This is an optimization exercise on Yosys and OpenROAD, whose aim is small area and a short achievable clock period, not a production implementation.
In this exercise RTL edits were held to simulation tests only and were not proved equivalent to the original.

Setup of tundra:
## fir_top
module fir_top (
    input          rst,
    input          clk,
    input  [255:0] coeff_vector,
    input  [15:0]  data_in,
    input          sample_en,
    output [15:0]  data_out,
    output         sample_valid,
    output         overflow
);
    reg sample_valid_r;
    always @(posedge clk) sample_valid_r <= ~rst & sample_en;
    assign sample_valid = sample_valid_r;
    wire [15:0] c0 = coeff_vector[15:0];
    wire [7:0] one0, two0, neg0;
    assign one0[0] = c0[0] ^ 1'b0;
    assign two0[0] = (c0[1] & ~c0[0] & ~1'b0) | (~c0[1] & c0[0] & 1'b0);
    assign neg0[0] = c0[1];
    assign one0[1] = c0[2] ^ c0[1];
    assign two0[1] = (c0[3] & ~c0[2] & ~c0[1]) | (~c0[3] & c0[2] & c0[1]);
    assign neg0[1] = c0[3];
    assign one0[2] = c0[4] ^ c0[3];
    assign two0[2] = (c0[5] & ~c0[4] & ~c0[3]) | (~c0[5] & c0[4] & c0[3]);
    assign neg0[2] = c0[5];
    assign one0[3] = c0[6] ^ c0[5];
    assign two0[3] = (c0[7] & ~c0[6] & ~c0[5]) | (~c0[7] & c0[6] & c0[5]);
    assign neg0[3] = c0[7];
    assign one0[4] = c0[8] ^ c0[7];
    assign two0[4] = (c0[9] & ~c0[8] & ~c0[7]) | (~c0[9] & c0[8] & c0[7]);
    assign neg0[4] = c0[9];
    assign one0[5] = c0[10] ^ c0[9];
    assign two0[5] = (c0[11] & ~c0[10] & ~c0[9]) | (~c0[11] & c0[10] & c0[9]);
    assign neg0[5] = c0[11];
    assign one0[6] = c0[12] ^ c0[11];
    assign two0[6] = (c0[13] & ~c0[12] & ~c0[11]) | (~c0[13] & c0[12] & c0[11]);
    assign neg0[6] = c0[13];
    assign one0[7] = c0[14] ^ c0[13];
    assign two0[7] = (c0[15] & ~c0[14] & ~c0[13]) | (~c0[15] & c0[14] & c0[13]);
    assign neg0[7] = c0[15];
    wire [7:0] p1_0 = one0 & ~neg0, n1_0 = one0 & neg0, p2_0 = two0 & ~neg0, n2_0 = two0 & neg0;
    wire pp0_0_0 = (p1_0[0] & data_in[0]) | (n1_0[0] & ~data_in[0]) | n2_0[0];
    wire pp0_0_1 = (p1_0[0] & data_in[1]) | (n1_0[0] & ~data_in[1]) | (p2_0[0] & data_in[0]) | (n2_0[0] & ~data_in[0]);
    wire pp0_0_2 = (p1_0[0] & data_in[2]) | (n1_0[0] & ~data_in[2]) | (p2_0[0] & data_in[1]) | (n2_0[0] & ~data_in[1]);
    wire pp0_0_3 = (p1_0[0] & data_in[3]) | (n1_0[0] & ~data_in[3]) | (p2_0[0] & data_in[2]) | (n2_0[0] & ~data_in[2]);
    wire pp0_0_4 = (p1_0[0] & data_in[4]) | (n1_0[0] & ~data_in[4]) | (p2_0[0] & data_in[3]) | (n2_0[0] & ~data_in[3]);
    wire pp0_0_5 = (p1_0[0] & data_in[5]) | (n1_0[0] & ~data_in[5]) | (p2_0[0] & data_in[4]) | (n2_0[0] & ~data_in[4]);
  ...
For scale: roughly 16000 cells after synthesis, ~290 I/O pins, about 0.13 mm^2 of cells after synthesis.
clock: 16.0 ns
lec_check: 0
abc_area: 1
cap_margin: 20
cell_pad_in_sites_detail_placement: 1
cell_pad_in_sites_global_placement: 1
core_margin: 2
core_utilization: 40
place_density: 0.55
slew_margin: 20
standard.sh (not shown) runs the stock make flow with config.mk's settings and CLKGATE_MAP_FILE= SYNTH_SCRIPT=/design/flow/synth_recipe.tcl, a recipe that flattens the netlist after the stock synthesis.
==> flow/flow/run.sh <==
#!/bin/bash
set -euo pipefail
bash standard.sh SETUP_SLACK_MARGIN=9 finish > standard_flow.log 2>&1
Modified inputs, juniper compared to tundra
-- flow/config.mk --
<<< tundra, line 7
export LEC_CHECK = 0
export ABC_AREA = 1
export CAP_MARGIN = 20
>>> juniper, line 7
export LEC_CHECK = 0
export CAP_MARGIN = 20
[summary]
On maximum clock frequency, juniper tracks tundra almost exactly.
juniper against tundra: x dimension of the die grew by 5.2%, number of non-clock inverters in the layout shrank by 25%.
Compared with tundra, in juniper layout buffer count excluding clock buffers shows a reduction of 127; final-layout clock-cell area share went down.

## afterwards: timing with drivers on the ports
The flow's constraints put no driver on any port. The routed layouts listed below were extracted and timed again, unchanged, in two steps.
Step 1: set_driving_cell puts a clkbuf_16 on clk and a buf_2 on each other input, an assumption about the parent block.
Step 2 moves the port delays by t, midway between the first and last clock arrival at a register: inputs arrive t later, outputs are due t later. That takes back most of the time a late clock gives input paths.
Three values: no drivers, after step 1, after step 2; two values: the first two.
run	t (ns)	setup slack, ns	pins driven straight from the clock port
tundra	0.988	8.994 / 8.717 / 7.729	1
juniper	0.998	8.988 / 8.887 / 8.014	1
After both steps setup and hold are still met in every run listed. The setup slack of tundra, which loses most, moves by -0.277 ns with the drivers and by -1.265 ns with both steps.
